This design comes from an exercise in tuning for small area on the open sky130 flow, not from production work.
RTL that was checked went through simulation tests only; none was proved equivalent to the original.
Power is estimated from default activity; no workload was simulated.

==> flow/design.v <==
`timescale 1ns / 1ps
module fast_detector(
    input clk,
    input en,
    input [7:0] row_cnt,
    input [8:0] col_cnt,
    input [7:0] f_6,
    input [7:0] f_5,
    input [7:0] f_4,
    input [7:0] f_3,
    input [7:0] f_2,
    input [7:0] f_1,
    input [7:0] f_0,
    output is_FAST
    );
parameter ROW = 240;
parameter COL = 376;
reg [7:0] fast_row_cnt;
reg [8:0] fast_col_cnt;
reg start_cnt;
always @(posedge clk or negedge en) begin
    if (!en) begin
        fast_row_cnt <= 8'd7;
        fast_col_cnt <= 9'd6;
        start_cnt <= 1'b0;
    end
    else begin
        if (start_cnt) begin
            if (fast_col_cnt == COL - 1)
                fast_col_cnt <= 9'd0;
            else
                fast_col_cnt <= fast_col_cnt + 1'b1;
            if (fast_row_cnt == ROW - 1 && fast_col_cnt == COL - 1) begin
                fast_row_cnt <= 8'd0;
                start_cnt <= 1'b0;
            end
            else if (fast_col_cnt == COL - 1)
                fast_row_cnt <= fast_row_cnt + 1'b1;
        end
        else if (row_cnt == 8'd1 && col_cnt == 9'd33) begin
            fast_col_cnt <= 9'd7;
            start_cnt <= 1'b1;
        end
    end
end
reg [7:0] r0_1, r6_1;
reg [7:0] r1_1, r1_2, r5_1, r5_2;
reg [7:0] r2_1, r2_2, r2_3, r3_1, r3_2, r3_3, r4_1, r4_2, r4_3;
always @(posedge clk or negedge en) begin
    if (!en) begin
        r0_1 <= 8'd0; r6_1 <= 8'd0;
        r1_1 <= 8'd0; r1_2 <= 8'd0; r5_1 <= 8'd0; r5_2 <= 8'd0;
        r2_1 <= 8'd0; r2_2 <= 8'd0; r2_3 <= 8'd0;
        r3_1 <= 8'd0; r3_2 <= 8'd0; r3_3 <= 8'd0;
        r4_1 <= 8'd0; r4_2 <= 8'd0; r4_3 <= 8'd0;
    end
    else begin
        r0_1 <= f_0; r6_1 <= f_6;
        r1_1 <= f_1; r1_2 <= r1_1; r5_1 <= f_5; r5_2 <= r5_1;
        r2_1 <= f_2; r2_2 <= r2_1; r2_3 <= r2_2;
        r3_1 <= f_3; r3_2 <= r3_1; r3_3 <= r3_2;
        r4_1 <= f_4; r4_2 <= r4_1; r4_3 <= r4_2;
    end
end
function gt8;
    input [7:0] a;
    input [7:0] b;
    integer i;
    reg g;
    begin
        g = 1'b0;
        for (i = 0; i < 8; i = i + 1)
            g = (a[i] & ~b[i]) | ((a[i] | ~b[i]) & g);
        gt8 = g;
    end
endfunction
function [17:0] thr;
    input [7:0] c;
    reg [8:0] tb, td;
    begin
        tb = {1'b0, c} + 9'd25;
        td = {1'b0, c} - 9'd26;
        thr = {~tb[8], tb[7:0], ~td[8], td[7:0]};
    end
endfunction
function [1:0] cls;    
    input [7:0] p;
    input [17:0] t;
    begin
        cls[1] = t[17] & gt8(p, t[16:9]);
        cls[0] = t[8] & ~gt8(p, t[7:0]);
    end
endfunction
wire [17:0] t0 = thr(f_3);
wire [17:0] t1 = thr(r3_1);
wire [17:0] t2 = thr(r3_2);
wire [17:0] t3 = thr(r3_3);
wire [1:0] k0  = cls(f_0, t0);
wire [1:0] k8  = cls(f_6, t0);
wire [1:0] k9  = cls(r6_1, t0);
wire [1:0] k15 = cls(r0_1, t0);
wire [1:0] k10 = cls(r5_2, t0);
wire [1:0] k14 = cls(r1_2, t0);
wire [1:0] k11 = cls(r4_3, t0);
wire [1:0] k12 = cls(r3_3, t0);
wire [1:0] k13 = cls(r2_3, t0);
wire [1:0] k1  = cls(f_0, t1);
wire [1:0] k7  = cls(f_6, t1);
wire [1:0] k2  = cls(f_1, t2);
wire [1:0] k6  = cls(f_5, t2);
wire [1:0] k3  = cls(f_2, t3);
wire [1:0] k4  = cls(f_3, t3);
wire [1:0] k5  = cls(f_4, t3);
reg [17:0] s0_1, s0_2, s0_3;    
reg [3:0]  s1_1, s1_2;          
reg [3:0]  s2_1;                
always @(posedge clk or negedge en) begin
    if (!en) begin
        s0_1 <= 18'd0; s0_2 <= 18'd0; s0_3 <= 18'd0;
        s1_1 <= 4'd0; s1_2 <= 4'd0; s2_1 <= 4'd0;
    end
    else begin
        s0_1 <= {k0, k15, k14, k13, k12, k11, k10, k9, k8};
        s0_2 <= s0_1; s0_3 <= s0_2;
        s1_1 <= {k7, k1}; s1_2 <= s1_1;
        s2_1 <= {k6, k2};
    end
end
wire [31:0] ring_w;
assign ring_w[1:0]   = s0_3[17:16];
assign ring_w[3:2]   = s1_2[1:0];
assign ring_w[5:4]   = s2_1[1:0];
assign ring_w[7:6]   = k3;
assign ring_w[9:8]   = k4;
assign ring_w[11:10] = k5;
assign ring_w[13:12] = s2_1[3:2];
assign ring_w[15:14] = s1_2[3:2];
assign ring_w[31:16] = s0_3[15:0];
wire [15:0] rb, rd;
genvar gi;
generate for (gi = 0; gi < 16; gi = gi + 1) begin: g_unpack
    assign rb[gi] = ring_w[2*gi+1];
    assign rd[gi] = ring_w[2*gi];
end endgenerate
function fast_f;
    input [15:0] b;
    input [15:0] d;
    integer i, j;
    reg a, hit, allb, alld;
    begin
        hit = 1'b0;
        a = 1'b0;
        for (i = 0; i < 16; i = i + 1) begin
            if (i == 0)
                a = b[0] | d[0];
            else
                a = (b[i] | d[i]) & ~(a & ((b[i-1] & d[i]) | (d[i-1] & b[i])));
            allb = 1'b1; alld = 1'b1;
            for (j = 0; j < 9; j = j + 1) begin
                allb = allb & b[(i + j) % 16];
                alld = alld & d[(i + j) % 16];
            end
            hit = hit | (a & (allb | alld));
        end
        fast_f = hit;
    end
endfunction
wire corner = fast_f(rb, rd);
reg [24:0] dly;
always @(posedge clk or negedge en) begin
    if (!en) dly <= 25'd0;
    else dly <= {dly[23:0], corner};
end
assign is_FAST = dly[24] && (fast_row_cnt >= 8'd7 && fast_row_cnt <= 8'd231 && fast_col_cnt >= 9'd7 && fast_col_cnt <= 9'd367);
endmodule
make LEC_CHECK=0 CAP_MARGIN=20 CORE_MARGIN=2 CORE_UTILIZATION=40 SLEW_MARGIN=20 finish   # period 5.0 ns
run.sh (not shown) runs the stock make flow with config.mk's settings and CLKGATE_MAP_FILE= SYNTH_SCRIPT=/design/flow/synth_recipe.tcl, a recipe that flattens the netlist after the stock synthesis.
Edit:
--- a/flow/design.v
+++ b/flow/design.v
@@ -61,35 +61,35 @@
         r3_1 <= f_3; r3_2 <= r3_1; r3_3 <= r3_2;
         r4_1 <= f_4; r4_2 <= r4_1; r4_3 <= r4_2;
     end
 end
-function gt8;
+function cy8;
     input [7:0] a;
     input [7:0] b;
     integer i;
     reg g;
     begin
         g = 1'b0;
         for (i = 0; i < 8; i = i + 1)
-            g = (a[i] & ~b[i]) | ((a[i] | ~b[i]) & g);
-        gt8 = g;
+            g = (a[i] & b[i]) | ((a[i] | b[i]) & g);
+        cy8 = g;
     end
 endfunction
 function [17:0] thr;
     input [7:0] c;
     reg [8:0] tb, td;
     begin
         tb = {1'b0, c} + 9'd25;
         td = {1'b0, c} - 9'd26;
-        thr = {~tb[8], tb[7:0], ~td[8], td[7:0]};
+        thr = {~tb[8], ~tb[7:0], ~td[8], ~td[7:0]};
     end
 endfunction
 function [1:0] cls;    
     input [7:0] p;
     input [17:0] t;
     begin
-        cls[1] = t[17] & gt8(p, t[16:9]);
-        cls[0] = t[8] & ~gt8(p, t[7:0]);
+        cls[1] = t[17] & cy8(p, t[16:9]);
+        cls[0] = t[8] & ~cy8(p, t[7:0]);
     end
 endfunction
 wire [17:0] t0 = thr(f_3);
 wire [17:0] t1 = thr(r3_1);
@@ -101,16 +101,17 @@
 wire [1:0] k15 = cls(r0_1, t0);
 wire [1:0] k10 = cls(r5_2, t0);
 wire [1:0] k14 = cls(r1_2, t0);
 wire [1:0] k11 = cls(r4_3, t0);
-wire [1:0] k12 = cls(r3_3, t0);
+wire [1:0] k12;            
 wire [1:0] k13 = cls(r2_3, t0);
 wire [1:0] k1  = cls(f_0, t1);
 wire [1:0] k7  = cls(f_6, t1);
 wire [1:0] k2  = cls(f_1, t2);
 wire [1:0] k6  = cls(f_5, t2);
 wire [1:0] k3  = cls(f_2, t3);
 wire [1:0] k4  = cls(f_3, t3);
+assign k12 = {k4[0], k4[1]};
 wire [1:0] k5  = cls(f_4, t3);
 reg [17:0] s0_1, s0_2, s0_3;    
 reg [3:0]  s1_1, s1_2;          
 reg [3:0]  s2_1;                
Result:
- The new run finished with timing, DRC and antenna clean
- final area fell by 1.0%
- worst hold slack stays flat
- clock skew fell by 0.0034 ns
- utilization rose by 0.58 points
- register-to-register slack degrades by 0.02 ns
- area after synthesis fell by 1.2%
- fmax fell by 1.5%
- final cell count rose by 1.7%
- first-iteration DRC count rose by 5.5%
Only the layout flow was run in the second run of this note; the RTL was not checked for function there.


Another version of the RTL of fast_detector (not shown whole).
For scale: roughly 76 I/O pins.
==> module fast_detector, before the edit <==
module fast_detector(
    input clk,
    input en,
    input [7:0] row_cnt,
    input [8:0] col_cnt,
    input [7:0] f_6,
    input [7:0] f_5,
    input [7:0] f_4,
    input [7:0] f_3,
    input [7:0] f_2,
    input [7:0] f_1,
    input [7:0] f_0,
    output is_FAST
    );
parameter ROW = 240;
parameter COL = 376;
reg [7:0] fast_row_cnt;
reg [8:0] fast_col_cnt;
reg start_cnt;
wire col_end = (fast_col_cnt == COL - 1);
wire row_end = (fast_row_cnt == ROW - 1);
wire trig = (row_cnt == 8'd1) && (col_cnt == 9'd33);
always @(posedge clk or negedge en) begin
    if (!en) begin
        fast_row_cnt <= 8'd7;
        fast_col_cnt <= 9'd6;
        start_cnt <= 1'b0;
    end
    else begin
        if (!start_cnt && trig)
            fast_col_cnt <= 9'd7;
        else if (col_end)
            fast_col_cnt <= 9'd0;
        else
            fast_col_cnt <= fast_col_cnt + 1'b1;
        if (start_cnt) begin
            if (col_end) begin
                if (row_end) begin
                    fast_row_cnt <= 8'd0;
                    start_cnt <= 1'b0;
                end
                else
                    fast_row_cnt <= fast_row_cnt + 1'b1;
            end
        end
        else if (trig)
            start_cnt <= 1'b1;
    end
end
reg [7:0] r0_1, r6_1;
reg [7:0] r1_1, r1_2, r5_1, r5_2;
reg [7:0] r2_1, r2_2, r2_3, r3_1, r3_2, r3_3, r4_1, r4_2, r4_3;
always @(posedge clk or negedge en) begin
    if (!en) begin
        r0_1 <= 8'd0; r6_1 <= 8'd0;
        r1_1 <= 8'd0; r1_2 <= 8'd0; r5_1 <= 8'd0; r5_2 <= 8'd0;
        r2_1 <= 8'd0; r2_2 <= 8'd0; r2_3 <= 8'd0;
        r3_1 <= 8'd0; r3_2 <= 8'd0; r3_3 <= 8'd0;
        r4_1 <= 8'd0; r4_2 <= 8'd0; r4_3 <= 8'd0;
    end
    else begin
        r0_1 <= f_0; r6_1 <= f_6;
        r1_1 <= f_1; r1_2 <= r1_1; r5_1 <= f_5; r5_2 <= r5_1;
        r2_1 <= f_2; r2_2 <= r2_1; r2_3 <= r2_2;
        r3_1 <= f_3; r3_2 <= r3_1; r3_3 <= r3_2;
        r4_1 <= f_4; r4_2 <= r4_1; r4_3 <= r4_2;
    end
end
function cy8;
    input [7:0] a;
    input [7:0] b;
    integer i;
    reg g;
    begin
        g = 1'b0;
        for (i = 0; i < 8; i = i + 1)
            g = (a[i] & b[i]) | ((a[i] | b[i]) & g);
        cy8 = g;
    end
endfunction
function [17:0] thr;
    input [7:0] c;
    reg [8:0] tb, td;
    begin
        tb = {1'b0, c} + 9'd25;
        td = {1'b0, c} - 9'd26;
        thr = {~tb[8], ~tb[7:0], ~td[8], ~td[7:0]};
    end
endfunction
function [1:0] cls;    
    input [7:0] p;
    input [17:0] t;
    begin
        cls[1] = t[17] & cy8(p, t[16:9]);
        cls[0] = t[8] & ~cy8(p, t[7:0]);
    end
endfunction
wire [17:0] t0 = thr(f_3);
wire [17:0] t1 = thr(r3_1);
wire [17:0] t3 = thr(r3_3);
wire [1:0] k0  = cls(f_0, t0);
wire [1:0] k8  = cls(f_6, t0);
wire [1:0] k9  = cls(r6_1, t0);
wire [1:0] k15 = cls(r0_1, t0);
wire [1:0] k10 = cls(r5_2, t0);
wire [1:0] k14 = cls(r1_2, t0);
wire [1:0] k11 = cls(r4_3, t0);
wire [1:0] k12;            
wire [1:0] k13 = cls(r2_3, t0);
wire [1:0] k1  = cls(f_0, t1);
wire [1:0] k7  = cls(f_6, t1);
wire [1:0] k2  = cls(r1_1, t3);
wire [1:0] k6  = cls(r5_1, t3);
wire [1:0] k3  = cls(f_2, t3);
wire [1:0] k4  = cls(f_3, t3);
assign k12 = {k4[0], k4[1]};
wire [1:0] k5  = cls(f_4, t3);
reg [17:0] s0_1, s0_2, s0_3;    
reg [3:0]  s1_1, s1_2;          
always @(posedge clk or negedge en) begin
    if (!en) begin
        s0_1 <= 18'd0; s0_2 <= 18'd0; s0_3 <= 18'd0;
        s1_1 <= 4'd0; s1_2 <= 4'd0;
    end
    else begin
        s0_1 <= {k0, k15, k14, k13, k12, k11, k10, k9, k8};
        s0_2 <= s0_1; s0_3 <= s0_2;
        s1_1 <= {k7, k1}; s1_2 <= s1_1;
    end
end
wire [31:0] ring_w;
assign ring_w[1:0]   = s0_3[17:16];
assign ring_w[3:2]   = s1_2[1:0];
assign ring_w[5:4]   = k2;
assign ring_w[7:6]   = k3;
assign ring_w[9:8]   = k4;
assign ring_w[11:10] = k5;
assign ring_w[13:12] = k6;
assign ring_w[15:14] = s1_2[3:2];
assign ring_w[31:16] = s0_3[15:0];
wire [15:0] rb, rd;
genvar gi;
generate for (gi = 0; gi < 16; gi = gi + 1) begin: g_unpack
    assign rb[gi] = ring_w[2*gi+1];
    assign rd[gi] = ring_w[2*gi];
end endgenerate
function fast_f;
    input [15:0] b;
    input [15:0] d;
    integer i;
    reg [15:0] n, e, a, run;
    reg [7:0] sa, pb, sb, pa;    
    reg hit;
    begin
        for (i = 0; i < 16; i = i + 1) begin
            n[i] = b[i] | d[i];
            e[i] = (b[i] & b[(i + 1) % 16]) | (d[i] & d[(i + 1) % 16]);
        end
        sa[7] = e[7];  pa[0] = e[0];
        sb[7] = e[15]; pb[0] = e[8];
        for (i = 6; i >= 0; i = i - 1) begin
            sa[i] = sa[i+1] & e[i];
            sb[i] = sb[i+1] & e[i+8];
        end
        for (i = 1; i < 8; i = i + 1) begin
            pa[i] = pa[i-1] & e[i];
            pb[i] = pb[i-1] & e[i+8];
        end
        run[0] = pa[7];
        run[8] = pb[7];
        for (i = 1; i < 8; i = i + 1) begin
            run[i]   = sa[i] & pb[i-1];
            run[i+8] = sb[i] & pa[i-1];
        end
        hit = 1'b0;
        for (i = 0; i < 16; i = i + 1) begin
            if (i == 0)
                a[i] = n[0];
            else
                a[i] = n[i] & (e[i-1] | ~a[i-1]);
            hit = hit | (a[i] & run[i]);
        end
        fast_f = hit;
    end
endfunction
wire corner = fast_f(rb, rd);
reg [24:0] dly;
always @(posedge clk or negedge en) begin
    if (!en) dly <= 25'd0;
    else dly <= {dly[23:0], corner};
end
assign is_FAST = dly[24] && start_cnt && (fast_row_cnt >= 8'd7 && fast_row_cnt <= 8'd231 && fast_col_cnt >= 9'd7 && fast_col_cnt <= 9'd367);
endmodule
Settings: LEC_CHECK=0, CAP_MARGIN=20, CORE_MARGIN=2, CORE_UTILIZATION=40, SLEW_MARGIN=20; clock period 5.0 ns.
standard.sh (not shown) runs the stock make flow with config.mk's settings and CLKGATE_MAP_FILE= SYNTH_SCRIPT=/design/flow/synth_recipe.tcl, a recipe that flattens the netlist after the stock synthesis.
==> flow/flow/run.sh <==
#!/bin/bash
# Standard layout with these changes to how it is built:
#  - the netlist is our own Yosys synthesis of the RTL (-nofsm -noshare,
#    flattened), mapped for area with ABC; its registers get the names of the
#    standard synthesis's registers (paired by the RTL register bit on their Q
#    pin, same cell types).  If they do not pair up one to one, the standard
#    synthesis netlist is used, with only its combinational logic re-mapped.
#  - ports are buffered with the smallest buffer (buf_1) instead of the default pick
#  - clock tree: sink clusters sized for the flop clock-pin slew limit, no dummy loads
set -euo pipefail
here=$(pwd)
res=$here/orfs/results/$FLOW_PLATFORM/fast_detector/base
lib=$FLOW_HOME/platforms/$FLOW_PLATFORM/lib/sky130_fd_sc_hd__tt_025C_1v80.lib
yosys_bin=$FLOW_HOME/../tools/install/yosys/bin/yosys
[ -x "$yosys_bin" ] || yosys_bin=yosys

export BUFFER_PORTS_ARGS="-buffer_cell sky130_fd_sc_hd__buf_1"
export CTS_ARGS="-sink_clustering_enable -repair_clock_nets -dont_use_dummy_load -buf_list sky130_fd_sc_hd__clkbuf_8 -sink_clustering_size 16 -sink_clustering_max_diameter 60"

bash standard.sh synth > synth_flow.log 2>&1
cp "$res/1_2_yosys.v" "$here/standard_synth.v"

subst() {
  sed -e "s#LIBFILE#$lib#g" -e "s#INFILE#$here/standard_synth.v#" \
      -e "s#DESIGNFILE#$FLOW_DESIGN#" -e "s#ABCSCRIPT#$here/flow/abc_area.script#" \
      -e "s#OUTFILE#$2#" -e "s#TOPNAME#$FLOW_TOP#g" "$1"
}

# 2a. own synthesis from the RTL, registers renamed to the standard names
use=""
subst flow/ownsynth.ys "$here/own_synth.v" > ownsynth_run.ys
if "$yosys_bin" -s ownsynth_run.ys > ownsynth.log 2>&1 &&
   python3 flow/rename_regs.py "$here/standard_synth.v" "$here/own_synth.v" "$here/own_renamed.v" > rename.log 2>&1; then
  use="$here/own_renamed.v"
fi
# 2b. fallback: re-map only the combinational logic of the standard netlist
if [ -z "$use" ]; then
  subst flow/resynth.ys "$here/resynth.v" > resynth_run.ys
  "$yosys_bin" -s resynth_run.ys > resynth.log 2>&1
  use="$here/resynth.v"
fi
echo "netlist used: $use" > netlist_choice.log
cp "$use" "$res/1_2_yosys.v"
rm -f "$res/1_synth.odb" "$res/1_synth.sdc"
touch "$res/1_2_yosys.v"

# 3. the rest of the standard layout on that netlist
bash standard.sh finish > layout_flow.log 2>&1
Other scripts of this flow, unchanged in this note and not shown: flow/flow/abc_area.script, flow/flow/ownsynth.ys, flow/flow/rename_regs.py, flow/flow/resynth.ys
Then changed:
--- a/flow/design.v
+++ b/flow/design.v
@@ -99,8 +99,6 @@
 wire [17:0] t0 = thr(f_3);
 wire [17:0] t1 = thr(r3_1);
 wire [17:0] t3 = thr(r3_3);
-wire [1:0] k0  = cls(f_0, t0);
-wire [1:0] k8  = cls(f_6, t0);
 wire [1:0] k9  = cls(r6_1, t0);
 wire [1:0] k15 = cls(r0_1, t0);
 wire [1:0] k10 = cls(r5_2, t0);
@@ -108,6 +106,8 @@
 wire [1:0] k11 = cls(r4_3, t0);
 wire [1:0] k12;            
 wire [1:0] k13 = cls(r2_3, t0);
+wire [1:0] k0  = cls(r0_1, t1);
+wire [1:0] k8  = cls(r6_1, t1);
 wire [1:0] k1  = cls(f_0, t1);
 wire [1:0] k7  = cls(f_6, t1);
 wire [1:0] k2  = cls(r1_1, t3);
@@ -116,29 +116,30 @@
 wire [1:0] k4  = cls(f_3, t3);
 assign k12 = {k4[0], k4[1]};
 wire [1:0] k5  = cls(f_4, t3);
-reg [17:0] s0_1, s0_2, s0_3;    
-reg [3:0]  s1_1, s1_2;          
+reg [13:0] s0_1, s0_2, s0_3;    
+reg [7:0]  s1_1, s1_2;          
 always @(posedge clk or negedge en) begin
     if (!en) begin
-        s0_1 <= 18'd0; s0_2 <= 18'd0; s0_3 <= 18'd0;
-        s1_1 <= 4'd0; s1_2 <= 4'd0;
+        s0_1 <= 14'd0; s0_2 <= 14'd0; s0_3 <= 14'd0;
+        s1_1 <= 8'd0; s1_2 <= 8'd0;
     end
     else begin
-        s0_1 <= {k0, k15, k14, k13, k12, k11, k10, k9, k8};
+        s0_1 <= {k15, k14, k13, k12, k11, k10, k9};
         s0_2 <= s0_1; s0_3 <= s0_2;
-        s1_1 <= {k7, k1}; s1_2 <= s1_1;
+        s1_1 <= {k8, k7, k1, k0}; s1_2 <= s1_1;
     end
 end
 wire [31:0] ring_w;
-assign ring_w[1:0]   = s0_3[17:16];
-assign ring_w[3:2]   = s1_2[1:0];
+assign ring_w[1:0]   = s1_2[1:0];
+assign ring_w[3:2]   = s1_2[3:2];
 assign ring_w[5:4]   = k2;
 assign ring_w[7:6]   = k3;
 assign ring_w[9:8]   = k4;
 assign ring_w[11:10] = k5;
 assign ring_w[13:12] = k6;
-assign ring_w[15:14] = s1_2[3:2];
-assign ring_w[31:16] = s0_3[15:0];
+assign ring_w[15:14] = s1_2[5:4];
+assign ring_w[17:16] = s1_2[7:6];
+assign ring_w[31:18] = s0_3;
 wire [15:0] rb, rd;
 genvar gi;
 generate for (gi = 0; gi < 16; gi = gi + 1) begin: g_unpack
The changed run passed the timing, DRC and antenna checks.
Worst setup slack got worse by 0.0052 ns.
Count of clock-buffer cells in the layout goes up by 1.
Clock power grows by 2.1%.
Design area is lower by about 0.8%.
Hold slack loses 0.0032 ns.
For the first run of this note, only the layout was checked, not whether the RTL still works.

## separate check: timing with driven ports
No port has a modelled driver above. Below, the same layouts with a new extraction and two added sets of constraints.
Step 1: set_driving_cell puts a clkbuf_16 on clk and a buf_2 on each other input, an assumption about the parent block.
Step 2 moves the port delays by t, midway between the first and last clock arrival at a register: inputs arrive t later, outputs are due t later. That takes back most of the time a late clock gives input paths.
Three values: ideal ports, drivers, drivers and shift; two values: the first two.
run | t, ns | setup WS [ns] | hold slack, ns | latest minus earliest clock arrival (ns) | worst register clock-pin slew, ns
the first run of note 1 | 0.562 | 0.728 / 0.728 / 0.408 | 0.342 / 0.342 / 0.342 | 0.013 / 0.014 | 0.07 / 0.07
the second run of note 1 | 0.548 | 0.664 / 0.686 / 0.138 | 0.341 / 0.341 / 0.341 | 0.008 / 0.008 | 0.07 / 0.07
the first run of note 2 | 0.551 | 0.236 / 0.236 / 0.091 | 0.302 / 0.302 / 0.302 | 0.059 / 0.059 | 0.10 / 0.10
the second run of note 2 | 0.554 | 0.231 / 0.231 / -0.019 | 0.299 / 0.299 / 0.299 | 0.077 / 0.077 | 0.10 / 0.10
Met with ideal ports but missed after step 2: setup timing in the second run of note 2. For the second run of note 1, which loses most, drivers alone change the setup slack by +0.022 ns; drivers and shift together by -0.526 ns.
